From an optimization exercise on the open Yosys and OpenROAD flow, aimed at small area, a short achievable clock period and few clock cycles per item; shortcuts taken in it are not production practice. Where RTL was checked, it was by simulation tests only, not by an equivalence proof against the original. No activity file was given, so power comes from the tool's default toggle rates.

==> job 5238 <==
==> flow/design.v (excerpt) <==
module y86_cpu(
    input         clk,
    input         rst,
    output [63:0] imem_addr,
    input  [79:0] imem_data,
    output [63:0] dmem_addr,
    output [63:0] dmem_wdata,
    output        dmem_we,
    input  [63:0] dmem_rdata,
    input  [3:0]  dbg_reg,
    output [63:0] dbg_val,
    output        halted,
    output [1:0]  stat
);
==> flow/config.mk <==
export PLATFORM = sky130hd
export DESIGN_NAME = y86_cpu
export DESIGN_NICKNAME = y86_cpu
export VERILOG_FILES = /design/flow/design.v
export SDC_FILE = /design/flow/constraint.sdc
export NUM_CORES = 8
export LEC_CHECK = 0
export ABC_CLOCK_PERIOD_IN_PS = 30000
export CAP_MARGIN = 20
export CORE_MARGIN = 2
export CORE_UTILIZATION = 50
export CTS_BUF_LIST = sky130_fd_sc_hd__clkbuf_8
export CTS_CLUSTER_DIAMETER = 60
export CTS_CLUSTER_SIZE = 16
export SETUP_SLACK_MARGIN = 3
export SLEW_MARGIN = 20
export SYNTH_HIERARCHICAL = 1
==> flow/constraint.sdc <==
create_clock -name core_clock -period 50.0 [get_ports {clk}]
set_input_delay 10.0000 -clock core_clock [delete_from_list [all_inputs] [get_ports {clk}]]
set_output_delay 10.0000 -clock core_clock [all_outputs]
set_load 0.01 [all_outputs]
standard.sh (not shown) runs the stock make flow with config.mk's settings and CLKGATE_MAP_FILE= SYNTH_SCRIPT=/design/flow/synth_recipe.tcl, a recipe that flattens the netlist after the stock synthesis.
==> flow/flow/run.sh <==
#!/bin/bash
# Layout flow: the standard ORFS flow (standard.sh) with the standard
# synthesis, and these changes for the layout steps:
#  - the port buffers are plain buffers (sky130_fd_sc_hd__buf_1, which timing
#    repair may upsize) rather than the delay cells buffer_ports picks by
#    default;
#  - timing repair aims at a setup slack of REPAIR_MARGIN ns at the design's
#    clock period (the SDC is unchanged), so the resizer works on the paths
#    that set the achieved period;
set -euo pipefail
REPAIR_MARGIN=${REPAIR_MARGIN:-28.0}
CTS="-sink_clustering_enable -repair_clock_nets -sink_clustering_size 16"
CTS="$CTS -sink_clustering_max_diameter 60 -buf_list sky130_fd_sc_hd__clkbuf_8 -dont_use_dummy_load"
bash standard.sh synth > synth.log 2>&1
bash standard.sh "BUFFER_PORTS_ARGS=-buffer_cell sky130_fd_sc_hd__buf_1" \
  "SETUP_SLACK_MARGIN=$REPAIR_MARGIN" "CTS_ARGS=$CTS" finish > layout.log 2>&1
==> job 8649 (differences from job 5238) <==
--- a/flow/design.v
+++ b/flow/design.v
@@ -89,10 +89,19 @@
     assign q[b] = ~(&t) | (fsel & f[b]);
   end
 endmodule
 module mx22(input s, sn, a, b, output y);
   assign y = (sn & a) | (s & b);
+endmodule
+module mx22n(input s, sn, a, b, output y);
+  assign y = ~((sn & a) | (s & b));
+endmodule
+module nor2m(input a, b, output y);
+  assign y = ~(a | b);
+endmodule
+module and2m(input a, b, output y);
+  assign y = a & b;
 endmodule
 module mx33(input a, b, c, d, e, f, output y);
   assign y = (a & b) | (c & d) | (e & f);
 endmodule
 module y86_cpu(
@@ -166,14 +175,23 @@
   end
   wire [959:0] rflat;
   for (g = 0; g < 15; g = g + 1) begin : fl
     assign rflat[64*g +: 64] = R[g];
   end
-  wire [3:0] idxA = halted_r ? dbg_reg : rA;
+  wire [3:0] mp, mn;
+  for (g = 0; g < 4; g = g + 1) begin : sam
+    mx22  up(.s(halted_r), .sn(~halted_r), .a(rA[g]), .b(dbg_reg[g]), .y(mp[g]));
+    mx22n un(.s(halted_r), .sn(~halted_r), .a(rA[g]), .b(dbg_reg[g]), .y(mn[g]));
+  end
+  wire [3:0] plo, phi;
+  for (g = 0; g < 4; g = g + 1) begin : sap
+    nor2m ul(.a(g[0] ? mn[0] : mp[0]), .b(g[1] ? mn[1] : mp[1]), .y(plo[g]));
+    nor2m uh(.a(g[0] ? mn[2] : mp[2]), .b(g[1] ? mn[3] : mp[3]), .y(phi[g]));
+  end
   wire [14:0] selA;
   for (g = 0; g < 15; g = g + 1) begin : sla
-    assign selA[g] = (idxA == g);
+    and2m u(.a(plo[g % 4]), .b(phi[g / 4]), .y(selA[g]));
   end
   wire [63:0] portA;
   rf_read rdA(.sel(selA), .r(rflat), .q(portA));
   assign dbg_val = portA;
   wire fwdA = (s2_dst != 4'hF) & (s2_dst == rA);
Settings changed: CORE_UTILIZATION 50 to 58.
==> job 1655 (differences from job 5238) <==
--- a/flow/design.v
+++ b/flow/design.v
@@ -40,28 +40,23 @@
 endmodule
 module alu64(
     input  [63:0] A,
     input  [63:0] X,
     input  [63:0] C,
-    input         yA, yAn, yC, kneg, kany, cin, selS, selAnd, selP, selP3, selX3,
+    input         yA, yAn, yC, kneg, kany, killg, cin, selS, selX, selAnd,
     output [63:0] sum,
     output [63:0] out,
     output        ovf
 );
   wire [63:0] k = {{60{kneg}}, kany, 3'b000};
   wire [63:0] Y = ({64{yA}} & A) | ({64{yAn}} & ~A) | ({64{yC}} & C) | k;
   wire [63:0] p = X ^ Y;
-  wire [63:0] g = X & Y;
+  wire [63:0] g = X & Y & {64{~killg}};
   wire [63:0] c;
   bk_carry64 bk(.g(g), .p(p), .cin(cin), .c(c));
   assign sum = p ^ c;
-  wire [63:0] o;
-  genvar i;
-  for (i = 0; i < 64; i = i + 1) begin : om
-    mx33 u(.a(selS), .b(sum[i]), .c(selAnd), .d(g[i]), .e(i == 3 ? selP3 : selP), .f(p[i]), .y(o[i]));
-  end
-  assign out = {o[63:4], o[3] | (selX3 & X[3]), o[2:0]};
+  assign out = ({64{selS}} & sum) | ({64{selX}} & X) | ({64{selAnd}} & g);
   assign ovf = (X[63] == Y[63]) & (sum[63] != X[63]);
 endmodule
 module rf_ao222n(input a, b, c, d, e, f, output y);
   assign y = ~((a & b) | (c & d) | (e & f));
 endmodule
@@ -86,16 +81,10 @@
                   .c(sel[3*g+1]), .d(r[64*(3*g+1)+b]),
                   .e(sel[3*g+2]), .f(r[64*(3*g+2)+b]), .y(t[g]));
     end
     assign q[b] = ~(&t) | (fsel & f[b]);
   end
-endmodule
-module mx22(input s, sn, a, b, output y);
-  assign y = (sn & a) | (s & b);
-endmodule
-module mx33(input a, b, c, d, e, f, output y);
-  assign y = (a & b) | (c & d) | (e & f);
 endmodule
 module y86_cpu(
     input         clk,
     input         rst,
     output [63:0] imem_addr,
@@ -118,15 +107,11 @@
   reg         s2_isM;       
   reg  [3:0]  s2_dst;       
   reg  [63:0] s2_val;       
   reg  [63:0] s2_wdata;
   reg  [63:0] R [0:14];
-  genvar g;
-  wire [63:0] fpc;
-  for (g = 0; g < 64; g = g + 1) begin : fm
-    mx22 u(.s(s2_ret), .sn(~s2_ret), .a(PC[g]), .b(dmem_rdata[g]), .y(fpc[g]));
-  end
+  wire [63:0] fpc = s2_ret ? dmem_rdata : PC;
   assign imem_addr = fpc;
   wire [3:0]  icode = imem_data[79:76];
   wire [3:0]  ifun  = imem_data[75:72];
   wire [3:0]  rA    = imem_data[71:68];
   wire [3:0]  rB    = imem_data[67:64];
@@ -158,15 +143,13 @@
   wire [4:0]  lo   = {1'b0, fpc[3:0]} + {1'b0, len};
   wire [59:0] hi   = fpc[63:4] + {59'd0, lo[4]};
   wire [63:0] valP = {hi, lo[3:0]};
   wire wM = s2_isM & ~rst;
   wire wV = ~s2_isM & ~rst;
-  wire [63:0] Wz;
-  for (g = 0; g < 64; g = g + 1) begin : wz
-    mx22 u(.s(wM), .sn(wV), .a(s2_val[g]), .b(dmem_rdata[g]), .y(Wz[g]));
-  end
+  wire [63:0] Wz = ({64{wM}} & dmem_rdata) | ({64{wV}} & s2_val);
   wire [959:0] rflat;
+  genvar g;
   for (g = 0; g < 15; g = g + 1) begin : fl
     assign rflat[64*g +: 64] = R[g];
   end
   wire [3:0] idxA = halted_r ? dbg_reg : rA;
   wire [14:0] selA;
@@ -175,14 +158,11 @@
   end
   wire [63:0] portA;
   rf_read rdA(.sel(selA), .r(rflat), .q(portA));
   assign dbg_val = portA;
   wire fwdA = (s2_dst != 4'hF) & (s2_dst == rA);
-  wire [63:0] A;
-  for (g = 0; g < 64; g = g + 1) begin : am
-    mx22 u(.s(fwdA), .sn(~fwdA), .a(portA[g]), .b(Wz[g]), .y(A[g]));
-  end
+  wire [63:0] A = fwdA ? Wz : portA;
   wire zB = i_irm | i_cmov;
   wire [3:0] idxB = stk ? 4'd4 : rB;
   wire fwdB = (s2_dst != 4'hF) & (s2_dst == idxB) & ~zB;
   wire [14:0] selB;
   for (g = 0; g < 15; g = g + 1) begin : slb
@@ -210,30 +190,20 @@
   wire popret = i_pop | i_ret;
   wire [63:0] sum, out;
   wire ovf;
   alu64 alu(.A(A), .X(X), .C(cimm),
             .yA((i_op & ~op_sub) | i_cmov), .yAn(op_sub), .yC(i_irm | i_rm | i_mr),
-            .kneg(i_push | i_call), .kany(stk), .cin(op_sub),
-            .selS(~(popret | op_and | op_xor)), .selAnd(op_and), .selP(popret | op_xor),
-            .selP3(op_xor), .selX3(popret),
+            .kneg(i_push | i_call), .kany(stk), .killg(op_xor), .cin(op_sub),
+            .selS(~(popret | op_and)), .selX(popret), .selAnd(op_and),
             .sum(sum), .out(out), .ovf(ovf));
   reg [3:0] dst;
   always @* begin
     dst = 4'hF;
     if (i_cmov)            dst = cnd ? rB : 4'hF;
     else if (i_irm | i_op) dst = rB;
     else if (i_mr | i_pop) dst = rA;
   end
-  wire taken = (i_jxx & cnd) | i_call;
-  wire pc_t = taken & ~rst, pc_n = ~taken & ~rst;
-  wire [63:0] pcM, pcD, wdD;
-  wire stkw = run & stk & ~rst;
-  for (g = 0; g < 64; g = g + 1) begin : nm
-    mx22 up(.s(pc_t), .sn(pc_n), .a(valP[g]), .b(dest[g]), .y(pcM[g]));
-    mx22 uw(.s(i_call), .sn(~i_call), .a(A[g]), .b(valP[g]), .y(wdD[g]));
-  end
-  assign pcD = pcM | {57'd0, rst, 6'd0};
   always @(posedge clk) begin
     if (rst) begin
       CC <= 3'b001;
       halted_r <= 1'b0;
       stat_r <= 2'b01;
@@ -249,38 +219,27 @@
       if (~halted_r & (i_halt | i_bad)) begin
         halted_r <= 1'b1;
         stat_r <= i_halt ? 2'b10 : 2'b00;
       end
     end
-    PC <= pcD;
+    PC <= rst ? 64'd64 : ((i_jxx & cnd) | i_call) ? dest : valP;
     s2_isM   <= i_mr | i_pop;
     s2_val   <= out;
-    s2_wdata <= wdD;
-  end
-  wire [14:0] rwe;
-  wire [63:0] rD [0:14];
-  for (g = 0; g < 15; g = g + 1) begin : rw
-    assign rwe[g] = rst | (s2_dst == g);
-    if (g == 4) begin : sp
-      wire w4 = rwe[g] & ~stkw;
-      wire h4 = ~rwe[g] & ~stkw;
-      genvar b;
-      for (b = 0; b < 64; b = b + 1) begin : bt
-        mx33 u(.a(stkw), .b(sum[b]), .c(w4), .d(Wz[b]), .e(h4), .f(R[g][b]), .y(rD[g][b]));
-      end
-    end else begin : o
-      genvar b;
-      for (b = 0; b < 64; b = b + 1) begin : bt
-        mx22 u(.s(rwe[g]), .sn(~rwe[g]), .a(R[g][b]), .b(Wz[b]), .y(rD[g][b]));
-      end
-    end
-  end
+    s2_wdata <= i_call ? valP : A;
+  end
+  wire stkw = run & stk & ~rst;
   integer i;
-  always @(posedge clk)
-    for (i = 0; i < 15; i = i + 1)
-      R[i] <= rD[i];
+  always @(posedge clk) begin
+    for (i = 0; i < 15; i = i + 1) begin
+      if (i == 4) begin
+        if (stkw | rst | (s2_dst == i[3:0]))
+          R[i] <= stkw ? sum : Wz;
+      end else if (rst | (s2_dst == i[3:0]))
+        R[i] <= Wz;
+    end
+  end
   assign dmem_addr  = s2_val;
   assign dmem_wdata = s2_wdata;
-  assign dmem_we    = s2_we & ~rst;
+  assign dmem_we    = s2_we;
   assign halted     = halted_r;
   assign stat       = stat_r;
 endmodule
==> flow/flow/run.sh (replaced) <==
#!/bin/bash
# Layout flow: the standard ORFS flow (standard.sh), unchanged synthesis,
# with two changes for the layout steps:
#  - the port buffers are plain buffers (sky130_fd_sc_hd__buf_2) rather than
#    the delay cells buffer_ports picks by default;
#  - timing repair aims at a setup slack of REPAIR_MARGIN ns at the design's
#    clock period (the SDC is unchanged), so the resizer works on the paths
#    that set the achieved period.
# Each step's full output goes to a log file in this folder.
set -euo pipefail
REPAIR_MARGIN=${REPAIR_MARGIN:-28.5}
bash standard.sh synth > synth.log 2>&1
bash standard.sh "BUFFER_PORTS_ARGS=-buffer_cell sky130_fd_sc_hd__buf_2" \
  "SETUP_SLACK_MARGIN=$REPAIR_MARGIN" finish > layout.log 2>&1
Settings changed: CTS_BUF_LIST sky130_fd_sc_hd__clkbuf_8 to sky130_fd_sc_hd__clkbuf_4 sky130_fd_sc_hd__clkbuf_8, CTS_CLUSTER_DIAMETER 60 to unset, CTS_CLUSTER_SIZE 16 to unset.
==> summary of the runs <==
Job 5238 finished clean. Job 8649 produced a clean layout. Job 1655 passed the timing, design-rule and antenna checks.
The highest via count belongs to job 8649, the lowest to job 1655.
The lowest clock power belongs to job 8649, the highest to job 1655.
Area after synthesis, lowest first: job 5238, job 8649, job 1655.
The lowest cell area belongs to job 8649, the highest to job 1655.
Between job 8649 and job 1655, the lower sequential power is in job 8649 (gap about 7%, measured against job 1655).
Between job 1655 and job 8649, the lower critical path depth is in job 8649 (gap 2).
The highest fmax belongs to job 1655, the lowest to job 8649.
Wire length: job 5238 > job 8649 > job 1655.
==> figures <==
item                                                                            job 8649                job 1655                         job 5238
Result of the run                                       no timing/DRC/antenna violations  no timing/DRC/antenna violations  no timing/DRC/antenna violations
Depth of the CTS H-tree                                                                3                       4                                3
Met3 GRT Util                                                                      0.335                   0.228                            0.248
Net load switching power                                                      0.000935 W              0.000917 W                       0.000922 W
Leading cell type in the layout, fill and taps excluded                           a22o_1                edfxtp_1                           a22o_1
Worst path setup slack after routing                                           27,810 ps               27,910 ps                        27,850 ps
WL met2                                                                       103,000 um              107,000 um                       114,000 um
Non-clock buffers                                                                    581                     665                              690
Dominant class by area                                   multi-input combinational cells  flip-flops and latches  multi-input combinational cells
Length of the first detailed-routing pass in iterations                               17                      17                               19
Reported leakage power                                                           23.5 nW                 26.1 nW                          24.5 nW
Global-route wire length before repair                                        390,000 um              362,000 um                       404,000 um
Filler cell count                                                                  7,186                   8,738                            8,684
Clk power                                                                     0.000508 W              0.000912 W                       0.000512 W
Multi-input comb cells                                                             3,205                   2,853                            3,189
First element of the critical path                                         imem_data[71]              dbg_reg[1]                    imem_data[69]
Internal power                                                                 0.00157 W               0.00199 W                        0.00158 W
Testbench counts of job 5238, summed over its fixed seeds: cycles 90,757, instrs 90,437.
Testbench counts of job 8649, summed over its fixed seeds: cycles 90,757, instrs 90,437.
Function not checked in job 1655: the RTL went through the layout flow alone.

## re-timing with driven ports
Ports are ideal in the flow. The routed layouts listed here were re-timed in OpenROAD.
Step 1 (the two cells are an assumption about what drives the block):
set clk [get_ports {clk}]
set_driving_cell -lib_cell sky130_fd_sc_hd__clkbuf_16 $clk
set_driving_cell -lib_cell sky130_fd_sc_hd__buf_2 [delete_from_list [all_inputs] $clk]
Step 2 also shifts input and output timing later by t, the mid clock arrival at the registers, as if the neighbouring blocks saw the same clock.
a / b / c = no drivers / after step 1 / after step 2; a / b = the first two.
run	t, ns	slack for setup (ns)	clock arrival spread, ns
job 5238	0.914	27.849 / 27.778 / 27.778	0.086 / 0.085
job 8649	0.874	27.809 / 27.755 / 27.755	0.104 / 0.104
job 1655	0.976	27.909 / 27.855 / 27.855	0.047 / 0.047
After both steps every run listed still meets setup and hold. The setup slack of job 5238, which loses most, moves by -0.071 ns with the drivers and by -0.071 ns with both steps.
